Context: an optimization exercise on an open-source flow, tuned for small area, a short achievable clock period and few clock cycles per item. The choices shown serve that exercise and are no tape-out recipe.
At most, simulation tests tie the RTL to the original design; equivalence was not proved.
No driver is modelled on the clock port, so clock power and skew are understated where the tree is cut down; a real chip needs a root buffer or a tree.

==> inputs of tundra <==
==> flow/design.v <==
`timescale 1ns / 1ps
module automaton(
    input               clk,
    input               rst,
    input      [31:0]   rule,
    output reg [5:0]    row,
    output reg [5:0]    col,
    output reg          world_we,
    input               world_in,
    output reg          world_out,
    output reg          update_done);
    reg [127:0] sr;         
    reg         c0, c1;     
    reg         we_d;       
    reg         first;      
    reg         d1, d2;     
    wire        is_read = ~world_we;
    wire mN = (row == 6'd1);                
    wire mS = (row == 6'd0);                
    wire mW = (col == 6'd0);
    wire mE = (col == 6'd63);
    wire supp = first & mS;                 
    wire bN = sr[127] & ~mN;
    wire bW = sr[64]  & ~mW;
    wire bC = sr[63];
    wire bE = sr[62]  & ~mE;
    wire r0 = rule[{bN, bW, bC, bE, 1'b0}];
    wire r1 = rule[{bN, bW, bC, bE, 1'b1}];
    wire ch      = sr[0] ? c1 : c0;
    wire do_wr   = ~we_d & ch;
    wire [11:0] cur = {row, col};
    reg  [11:0] k;
    always @* begin
        if (is_read)
            k = do_wr ? -12'd65 : 12'd1;
        else if (~we_d)
            k = do_wr ? 12'd1 : 12'd66;
        else
            k = 12'd65;
    end
    wire [11:0] nxt = cur + k;
    always @(posedge clk) begin
        if (is_read)
            sr <= {sr[126:0], world_in};
        c0 <= ~supp & (r0 ^ bC);
        c1 <= ~supp & ((mS ? r0 : r1) ^ bC);
        world_out <= ~sr[64];
        if (rst) begin
            row <= 6'd0;
            col <= 6'd0;
            world_we <= 1'b0;
            we_d <= 1'b1;
            first <= 1'b1;
            d1 <= 1'b0;
            d2 <= 1'b0;
            update_done <= 1'b0;
        end else begin
            {row, col} <= nxt;
            world_we <= do_wr;
            we_d <= world_we;
            first <= first & mS;
            d1 <= is_read & ~first & (cur == 12'd63);
            d2 <= d1;
            update_done <= d2;
        end
    end
endmodule
==> flow/flow/run.sh <==
#!/bin/bash
set -euo pipefail
bash standard.sh SETUP_SLACK_MARGIN=7.3 BUFFER_PORTS_ARGS="-buffer_cell sky130_fd_sc_hd__buf_1" PRE_CTS_TCL=$(pwd)/flow/own_cts.tcl OWN_CTS_INV1=sky130_fd_sc_hd__inv_16 OWN_CTS_INV2=sky130_fd_sc_hd__inv_16 finish > standard.log 2>&1
==> flow/flow/own_cts.tcl <==
# Own clock tree, sourced as PRE_CTS_TCL. The clock port drives 4 clock
# buffers directly, and each buffer drives the clock pins of one group of
# flip-flops. With OWN_CTS_INV1 and OWN_CTS_INV2 set, each buffer is instead a
# pair of inverters: the port drives the first, the first drives only the
# second, and the second drives the group. The groups come from two cuts of
# the placed flip-flops: one across x or y, then one across each half the
# other way. The cut positions are searched so that the group with the
# largest estimated load (pin capacitance plus the wire of a minimum spanning
# tree) is as light as it can be. Every flip-flop is the same number of stages
# from the clock port.
# The tree is built in place of TritonCTS, that is after the CTS step's
# repair_clock_inverters (which would otherwise copy the inverters next to
# every flip-flop); the rest of the CTS step (legalisation, repair_timing)
# runs as usual.

# estimated load of a group in fF: 1.8 fF per clock pin, 0.12 fF per um of
# the minimum spanning tree over the pins (Prim)
proc own_cts_cost {pts} {
  set n [llength $pts]
  if {$n == 0} { return 0 }
  set xs [lmap p $pts {lindex $p 0}]
  set ys [lmap p $pts {lindex $p 1}]
  set in [lrepeat $n 0]
  set d [lrepeat $n 1e18]
  lset d 0 0
  set tot 0.0
  for {set k 0} {$k < $n} {incr k} {
    set best -1; set bd 1e18
    for {set i 0} {$i < $n} {incr i} {
      if {![lindex $in $i] && [lindex $d $i] < $bd} { set bd [lindex $d $i]; set best $i }
    }
    lset in $best 1
    set tot [expr {$tot + $bd}]
    set bx [lindex $xs $best]; set by [lindex $ys $best]
    for {set i 0} {$i < $n} {incr i} {
      if {![lindex $in $i]} {
        set dd [expr {abs([lindex $xs $i] - $bx) + abs([lindex $ys $i] - $by)}]
        if {$dd < [lindex $d $i]} { lset d $i $dd }
      }
    }
  }
  return [expr {1.8 * $n + 0.12 * $tot}]
}

# cut a list of {x y iterm} at fraction f along axis (0: x, 1: y)
proc own_cts_cut {pts axis f} {
  set pts [lsort -real -index $axis $pts]
  set k [expr {int(round([llength $pts] * $f))}]
  return [list [lrange $pts 0 [expr {$k - 1}]] [lrange $pts $k end]]
}

proc own_cts_build {} {
  set db [ord::get_db]
  set block [ord::get_db_block]
  set bufcell sky130_fd_sc_hd__clkbuf_16
  if {[info exists ::env(OWN_CTS_BUF)]} { set bufcell $::env(OWN_CTS_BUF) }
  set master [$db findMaster $bufcell]
  set inv1 ""
  if {[info exists ::env(OWN_CTS_INV1)] && [info exists ::env(OWN_CTS_INV2)]} {
    set inv1 [$db findMaster $::env(OWN_CTS_INV1)]
    set inv2 [$db findMaster $::env(OWN_CTS_INV2)]
  }
  set clknet [$block findNet clk]
  set dbu [$block getDbUnitsPerMicron]

  set sinks {}
  foreach it [$clknet getITerms] {
    set bb [[$it getInst] getBBox]
    set x [expr {([$bb xMin] + [$bb xMax]) / 2.0 / $dbu}]
    set y [expr {([$bb yMin] + [$bb yMax]) / 2.0 / $dbu}]
    lappend sinks [list $x $y $it]
  }
  puts "own_cts: [llength $sinks] clock sinks"

  set fracs {0.38 0.40 0.42 0.44 0.46 0.48 0.50 0.52 0.54 0.56 0.58 0.60 0.62}
  set best {}
  set bestcost 1e18
  foreach axis {0 1} {
    foreach f1 $fracs {
      set sub {}
      set worst 0
      foreach h [own_cts_cut $sinks $axis $f1] {
        set hb {}; set hc 1e18
        foreach f2 $fracs {
          set q [own_cts_cut $h [expr {1 - $axis}] $f2]
          set c [expr {max([own_cts_cost [lindex $q 0]], [own_cts_cost [lindex $q 1]])}]
          if {$c < $hc} { set hc $c; set hb $q }
        }
        lappend sub {*}$hb
        set worst [expr {max($worst, $hc)}]
      }
      if {$worst < $bestcost} { set bestcost $worst; set best $sub }
    }
  }
  puts "own_cts: worst estimated group load [format %.1f $bestcost] fF"

  set i 0
  foreach g $best {
    set sx 0.0; set sy 0.0
    foreach p $g { set sx [expr {$sx + [lindex $p 0]}]; set sy [expr {$sy + [lindex $p 1]}] }
    set cx [expr {int($sx / [llength $g] * $dbu)}]
    set cy [expr {int($sy / [llength $g] * $dbu)}]
    set net [odb::dbNet_create $block "clknet_own_$i"]
    $net setSigType CLOCK
    if {$inv1 eq ""} {
      set inst [odb::dbInst_create $block $master "clkbuf_own_$i"]
      [$inst findITerm A] connect $clknet
      [$inst findITerm X] connect $net
      set placed [list $inst]
    } else {
      set a [odb::dbInst_create $block $inv1 "clkinv_own_a$i"]
      set b [odb::dbInst_create $block $inv2 "clkinv_own_b$i"]
      set mid [odb::dbNet_create $block "clknet_own_m$i"]
      $mid setSigType CLOCK
      [$a findITerm A] connect $clknet
      [$a findITerm Y] connect $mid
      [$b findITerm A] connect $mid
      [$b findITerm Y] connect $net
      set placed [list $b $a]
    }
    foreach p $g {
      set it [lindex $p 2]
      $it disconnect
      $it connect $net
    }
    set dx 0
    foreach inst $placed {
      $inst setLocation [expr {$cx + $dx}] $cy
      $inst setPlacementStatus PLACED
      set dx [expr {$dx + [[$inst getMaster] getWidth]}]
    }
    puts "own_cts: group $i at ($cx, $cy): [llength $g] sinks, estimated [format %.1f [own_cts_cost $g]] fF"
    incr i
  }
}

rename clock_tree_synthesis tritoncts_unused
proc clock_tree_synthesis {args} {
  own_cts_build
  puts "own_cts: clock tree built by own_cts.tcl, TritonCTS skipped"
  set_propagated_clock [all_clocks]
}
==> flow/standard.sh <==
#!/bin/bash
# synth_recipe.tcl (not shown) runs the flow's synth.tcl, then flattens the netlist and writes it again
# the make line also repeats each setting of config.mk as NAME=value (left out here)
make -C /OpenROAD-flow-scripts/flow DESIGN_CONFIG=/design/flow/config.mk WORK_HOME=/design/flow/orfs CLKGATE_MAP_FILE= SYNTH_SCRIPT=/design/flow/synth_recipe.tcl "${@:-finish}"
==> flow/config.mk <==
export PLATFORM = sky130hd
export DESIGN_NAME = automaton
export DESIGN_NICKNAME = automaton
export VERILOG_FILES = /design/flow/design.v
export SDC_FILE = /design/flow/constraint.sdc
export NUM_CORES = 8
export LEC_CHECK = 0
export ABC_AREA = 1
export CAP_MARGIN = 20
export CORE_MARGIN = 2
export CORE_UTILIZATION = 50
export GPL_ROUTABILITY_DRIVEN = 1
export GPL_TIMING_DRIVEN = 1
export PLACE_DENSITY = 0.6
export SLEW_MARGIN = 20
==> flow/constraint.sdc <==
create_clock -name core_clock -period 10.0 [get_ports {clk}]
set_input_delay 2.0000 -clock core_clock [delete_from_list [all_inputs] [get_ports {clk}]]
set_output_delay 2.0000 -clock core_clock [all_outputs]
set_load 0.01 [all_outputs]
==> maple: changes against tundra <==
--- a/flow/design.v
+++ b/flow/design.v
@@ -30,14 +30,13 @@
     wire do_wr   = ~we_d & ch;
     wire [11:0] cur = {row, col};
-    reg  [11:0] k;
+    reg  [11:0] nxt;
     always @* begin
         if (is_read)
-            k = do_wr ? -12'd65 : 12'd1;
+            nxt = do_wr ? cur - 12'd65 : cur + 12'd1;
         else if (~we_d)
-            k = do_wr ? 12'd1 : 12'd66;
+            nxt = do_wr ? cur + 12'd1 : cur + 12'd66;
         else
-            k = 12'd65;
+            nxt = cur + 12'd65;
     end
-    wire [11:0] nxt = cur + k;
     always @(posedge clk) begin
         if (is_read)
==> flow/flow/run.sh (replaced) <==
#!/bin/bash
set -euo pipefail
bash standard.sh SETUP_SLACK_MARGIN=7.3  finish > standard.log 2>&1
Settings changed: ABC_AREA 1 to unset, CORE_UTILIZATION 50 to 20, CTS_BUF_LIST set to sky130_fd_sc_hd__clkbuf_4 sky130_fd_sc_hd__clkbuf_8, CTS_CLUSTER_DIAMETER set to 100, CTS_CLUSTER_SIZE set to 40, PLACE_DENSITY 0.6 to 0.3.
removed: flow/flow/own_cts.tcl
==> results.toml <==
[outcome]
status = "complete, no violations"

[synth]
synth_xor_area_share_pct = 0.325
synth_compound_area_share_pct = 4.39

[drt]
totalWireLength_um = 8140

[final_layout]
stdcell_count = 549
[end of results for tundra]
==> results.toml <==
[outcome]
status = "complete, no violations"

[drt]
totalWireLength_um = 12200

[final_layout]
stdcell_count = 817

[cts]
cts_resized = 163
worstSkewPairLatency_ns = 0.45

[synth]
synth_xor_area_share_pct = 1.86
async_reset_ff_share_pct = 0
synth_cells = 355
[end of results for maple]
Testbench counts of maple, summed over its fixed seeds: cycles 2,305,733, generations 384.
For tundra, only the layout was checked, not whether the RTL still works. The clock cells of tundra come from the design's own scripts or RTL, not from TritonCTS.

-- separate check: timing with driven ports --
The flow's constraints put no driver on any port. The routed layouts listed below were extracted and timed again, unchanged, in two steps.
Step 1 (the two cells are an assumption about what drives the block):
set clk [get_ports {clk}]
set_driving_cell -lib_cell sky130_fd_sc_hd__clkbuf_16 $clk
set_driving_cell -lib_cell sky130_fd_sc_hd__buf_2 [delete_from_list [all_inputs] $clk]
Step 2 adds t to the input delays and takes it off the output delays; t is the mean of the earliest and latest rising clock arrival at the registers after step 1. Input paths then give back, and output paths get back, about the clock's delay inside the block.
Three values: ideal ports, drivers, drivers and shift; two values: the first two.
run | shift t [ns] | slack for setup (ns) | hold WS [ns] | worst setup path after step 2 | latest minus earliest clock arrival (ns)
tundra | 0.286 | 7.223 / 7.159 / 7.079 | 0.411 / 0.411 / 0.411 | input to register | 0.009 / 0.009
maple | 0.475 | 7.069 / 7.031 / 6.662 | 0.421 / 0.421 / 0.421 | input to register | 0.029 / 0.029
After both steps setup and hold are still met in every run listed. The setup slack of maple, which loses most, moves by -0.038 ns with the drivers and by -0.407 ns with both steps.
